This design comes from an exercise in tuning for small area on the open sky130 flow, not from production work. Only simulation tests tie the RTL to the original design; equivalence was not proved. No activity file was given, so power comes from the tool's default toggle rates.

## violet
// dc_router_top
module dc_router_top (clk, reset, instruction, offset, filesize, acc_done, fft_enable, fir_enable, data_bus_in, data_bus_out, fft_data_in, fir_data_in, fft_data_out, fir_data_out, to_fft_empty, to_fft_full, from_fft_empty, from_fft_full, to_fir_empty, to_fir_full, from_fir_empty, from_fir_full, fft_put_req, fft_get_req, fir_put_req, fir_get_req, ram_read_enable, ram_write_enable, addr);
Size: ~1100 cells after synthesis, ~340 I/O pins.
==> flow/config.mk <==
export PLATFORM = sky130hd
export DESIGN_NAME = dc_router_top
export DESIGN_NICKNAME = dc_router_top
export VERILOG_FILES = /design/flow/design.v
export SDC_FILE = /design/flow/constraint.sdc
export NUM_CORES = 4
export LEC_CHECK = 0
export ABC_AREA = 1
export CAP_MARGIN = 20
export CORE_MARGIN = 2
export CORE_UTILIZATION = 40
export CTS_BUF_LIST = sky130_fd_sc_hd__clkbuf_8
export CTS_CLUSTER_DIAMETER = 200
export CTS_CLUSTER_SIZE = 40
export SLEW_MARGIN = 20
==> flow/constraint.sdc <==
create_clock -name core_clock -period 10.0 [get_ports {clk}]
set_input_delay 2.0000 -clock core_clock [delete_from_list [all_inputs] [get_ports {clk}]]
set_output_delay 2.0000 -clock core_clock [all_outputs]
set_load 0.01 [all_outputs]
standard.sh (not shown) runs the stock make flow with config.mk's settings and CLKGATE_MAP_FILE= SYNTH_SCRIPT=/design/flow/synth_recipe.tcl, a recipe that flattens the netlist after the stock synthesis.
==> flow/flow/run.sh <==
#!/bin/bash
# Standard synthesis; then the combinational logic re-mapped for area by ABC
# with a few scripts, keeping the smallest netlist whose pre-layout timing
# has some slack left (flip-flops untouched); then the standard layout with
# the smallest buffer on the ports. Each tool run logs to a file of its own.
set -euo pipefail
HERE=$(pwd)
PLAT=$FLOW_HOME/platforms/$FLOW_PLATFORM
RES=$HERE/orfs/results/$FLOW_PLATFORM/dc_router_top/base
YOSYS=$FLOW_HOME/../tools/install/yosys/bin/yosys
export LIB=$PLAT/lib/sky130_fd_sc_hd__tt_025C_1v80.lib
export TECH_LEF=$PLAT/lef/sky130_fd_sc_hd.tlef
export SC_LEF=$PLAT/lef/sky130_fd_sc_hd_merged.lef
export TOP=$FLOW_TOP
export SDC=$HERE/constraint.sdc
export DONT_USE=$(awk '/^export DONT_USE_CELLS/{f=1} f{print} f && !/\\$/{f=0}' $PLAT/config.mk | sed 's/export DONT_USE_CELLS *+\?= *//' | tr -d '\\' | tr '\n' ' ')
MARGIN=0.4

bash standard.sh synth > synth.log 2>&1
cp $RES/1_2_yosys.v $HERE/std_synth.v

mkdir -p $HERE/resynth
best=""; best_area=""; best_slack=""
for s in $HERE/flow/abc_*.script; do
  n=$(basename $s .script)
  IN_V=$HERE/std_synth.v OUT_V=$HERE/resynth/$n.v ABC_SCRIPT=$s STAT=$HERE/resynth/$n.stat \
    $YOSYS -c $HERE/flow/resynth.tcl > $HERE/resynth_$n.log 2>&1 || continue
  NET=$HERE/resynth/$n.v openroad -no_init -exit $HERE/flow/sta.tcl > $HERE/sta_$n.log 2>&1 || continue
  area=$(sed -n 's/.*Chip area for module .*: *//p' $HERE/resynth/$n.stat | head -1)
  slack=$(sed -n 's/^SLACK *//p' $HERE/sta_$n.log | tail -1)
  echo "$n area $area slack $slack" >> $HERE/resynth_choice.txt
  if [[ -z "$best" ]] || python3 -c "
import sys
a,s,ba,bs,m=map(float,sys.argv[1:])
ok,bok=s>=m,bs>=m
sys.exit(0 if (ok and (not bok or a<ba)) or (not ok and not bok and s>bs) else 1)" "$area" "$slack" "$best_area" "$best_slack" "$MARGIN"; then
    best=$n; best_area=$area; best_slack=$slack
  fi
done
echo "chosen $best area $best_area slack $best_slack" >> $HERE/resynth_choice.txt
if [[ -n "$best" ]]; then
  cp $HERE/resynth/$best.v $RES/1_2_yosys.v
  rm -f $RES/1_synth.odb $RES/1_synth.sdc
fi
bash standard.sh "BUFFER_PORTS_ARGS=-buffer_cell sky130_fd_sc_hd__buf_1" finish > finish.log 2>&1
==> flow/flow/sta.tcl <==
# Quick pre-layout timing of a candidate netlist (no wires; ports driven and
# loaded through the smallest buffer, as the layout will be).
read_lef $::env(TECH_LEF)
read_lef $::env(SC_LEF)
read_liberty $::env(LIB)
read_verilog $::env(NET)
link_design $::env(TOP)
read_sdc $::env(SDC)
set_driving_cell -lib_cell sky130_fd_sc_hd__buf_1 [delete_from_list [all_inputs] [get_ports clk]]
set_load [expr 0.01 + [[get_lib_pins sky130_fd_sc_hd__buf_1/A] capacitance]] [all_outputs]
report_checks -path_delay max -fields {fanout cap slew}
puts "SLACK [sta::worst_slack -max]"
Other scripts of this flow, unchanged in this note and not shown: flow/flow/abc_a3.script, flow/flow/abc_c1.script, flow/flow/abc_c4.script, flow/flow/abc_c5.script, flow/flow/abc_c6.script, flow/flow/abc_c7.script, flow/flow/resynth.tcl
violet went all the way through synthesis, placement and routing and the layout is clean on timing, DRC and antenna.
Modified inputs, willow compared to violet
-- flow/flow/run.sh --
<<< violet, line 16
export DONT_USE=$(awk '/^export DONT_USE_CELLS/{f=1} f{print} f && !/\\$/{f=0}' $PLAT/config.mk | sed 's/export DONT_USE_CELLS *+\?= *//' | tr -d '\\' | tr '\n' ' ')
MARGIN=0.4

>>> willow, line 16
export DONT_USE=$(awk '/^export DONT_USE_CELLS/{f=1} f{print} f && !/\\$/{f=0}' $PLAT/config.mk | sed 's/export DONT_USE_CELLS *+\?= *//' | tr -d '\\' | tr '\n' ' ')
MARGIN=0.1

==> flow/flow/abc_f1.script (new file) <==
strash
dch
amap
topo
mfs3 -a
strash
dch
amap
==> flow/flow/abc_f3.script (new file) <==
strash
dc2
dch
amap
topo
mfs2
strash
dc2
dch
amap
==> flow/flow/abc_f4.script (new file) <==
strash
dch -x
amap -F 2 -A 4
topo
mfs2
strash
dch -x
amap
==> flow/flow/abc_f5.script (new file) <==
strash
dch
amap
topo
mfs2
strash
dch
amap
topo
mfs2
strash
dch
amap
topo
mfs2
strash
dch
amap
topo
mfs2
strash
dch
amap
-- flow/flow/sta.tcl --
<<< violet, line 9
set_driving_cell -lib_cell sky130_fd_sc_hd__buf_1 [delete_from_list [all_inputs] [get_ports clk]]
set_load [expr 0.01 + [[get_lib_pins sky130_fd_sc_hd__buf_1/A] capacitance]] [all_outputs]
report_checks -path_delay max -fields {fanout cap slew}
>>> willow, line 9
set_driving_cell -lib_cell sky130_fd_sc_hd__buf_1 [delete_from_list [all_inputs] [get_ports clk]]
set_load 0.012 [all_outputs]
report_checks -path_delay max -fields {fanout cap slew}
Results
- Area after synthesis went down by more than a quarter going from violet to willow.
- Relative to violet, area of placed instances decreased by 27% in willow.
- Status: power attributed to sequential cells parity (willow, violet)
- Between willow and violet, it is willow whose non-clock buffer count is higher, by 13.
- Looking at net switching power, willow sits below violet.
- Summary of willow over violet: final area moved down; cell count moved down; sequential share of layout area moved up.
- The clock group share of total power reported for willow is smaller than that of violet by 3.8 points.
- From violet to willow the numbers moved as follows: final worst-path cycle share rose 12 points, total detailed-routing wirelength lower.
Edits applied to the flow inputs when going from willow to xenon:
-- flow/flow/run.sh --
<<< willow, line 44
fi
bash standard.sh "BUFFER_PORTS_ARGS=-buffer_cell sky130_fd_sc_hd__buf_1" finish > finish.log 2>&1
>>> xenon, line 44
fi
bash standard.sh "BUFFER_PORTS_ARGS=-buffer_cell sky130_fd_sc_hd__buf_1" \
  "CTS_ARGS=-sink_clustering_enable -repair_clock_nets -dont_use_dummy_load -buf_list sky130_fd_sc_hd__clkbuf_8 -sink_clustering_size 40 -sink_clustering_max_diameter 200" \
  finish > finish.log 2>&1
## What came out
Compared to willow, xenon has total vias in the final route about 0.9% higher. Combinational share of power for xenon: 1.7 points up relative to willow. Compared willow against xenon; final cell count within noise. Going from willow to xenon, the cell area was found to have gone down by about 0.6%. Diff xenon..willow | sequential share of layout area | negligible. Growth of design area from synthesis to finish, xenon and willow: lower on xenon.
[inputs] juniper vs xenon
-- flow/flow/run.sh --
<<< xenon, line 16
export DONT_USE=$(awk '/^export DONT_USE_CELLS/{f=1} f{print} f && !/\\$/{f=0}' $PLAT/config.mk | sed 's/export DONT_USE_CELLS *+\?= *//' | tr -d '\\' | tr '\n' ' ')
MARGIN=0.1

>>> juniper, line 16
export DONT_USE=$(awk '/^export DONT_USE_CELLS/{f=1} f{print} f && !/\\$/{f=0}' $PLAT/config.mk | sed 's/export DONT_USE_CELLS *+\?= *//' | tr -d '\\' | tr '\n' ' ')
MARGIN=0.4

<<< xenon, line 44
fi
bash standard.sh "BUFFER_PORTS_ARGS=-buffer_cell sky130_fd_sc_hd__buf_1" \
  "CTS_ARGS=-sink_clustering_enable -repair_clock_nets -dont_use_dummy_load -buf_list sky130_fd_sc_hd__clkbuf_8 -sink_clustering_size 40 -sink_clustering_max_diameter 200" \
  finish > finish.log 2>&1
>>> juniper, line 44
fi
bash standard.sh "BUFFER_PORTS_ARGS=-buffer_cell sky130_fd_sc_hd__buf_1" finish > finish.log 2>&1
removed: flow/flow/abc_f1.script
removed: flow/flow/abc_f3.script
removed: flow/flow/abc_f4.script
removed: flow/flow/abc_f5.script
==> results.txt <==
- Re antenna violation net count after detailed routing: no difference whatsoever between juniper and xenon.
- Going from xenon to juniper, clock period minus worst slack shows a reduction of 890 ps; internal power increased by 0.031 mW relative to the old numbers.
- Taking xenon as the reference, in juniper horizontal extent of the die went up 4.1%, synthesized net count +7.8%, non-clock buffer count held steady.
- For xenon, the worst-path cell with the longest stage delay was or3_1, unlike juniper, where it was o41ai_1.

what the ideal ports hide:
No port has a modelled driver above. Below, the same layouts with a new extraction and two added sets of constraints.
Step 1, drivers: a clkbuf_16 drives clk and a buf_2 each remaining input, both assumed.
Step 2 moves the port delays by t, midway between the first and last clock arrival at a register: inputs arrive t later, outputs are due t later. That takes back most of the time a late clock gives input paths.
Slacks: no drivers / after step 1 / after step 2; pairs: no drivers / after step 1.
run | shift t [ns] | setup WS [ns] | worst register clock-pin slew, ns
violet | 0.338 | 1.778 / 1.752 / 1.752 | 0.09 / 0.09
willow | 0.325 | 0.584 / 0.552 / 0.552 | 0.08 / 0.08
xenon | 0.320 | 0.550 / 0.517 / 0.517 | 0.08 / 0.08
juniper | 0.336 | 1.442 / 1.421 / 1.421 | 0.08 / 0.08
After both steps setup and hold are still met in every run listed. For xenon, which loses most, drivers alone change the setup slack by -0.033 ns; drivers and shift together by -0.033 ns.
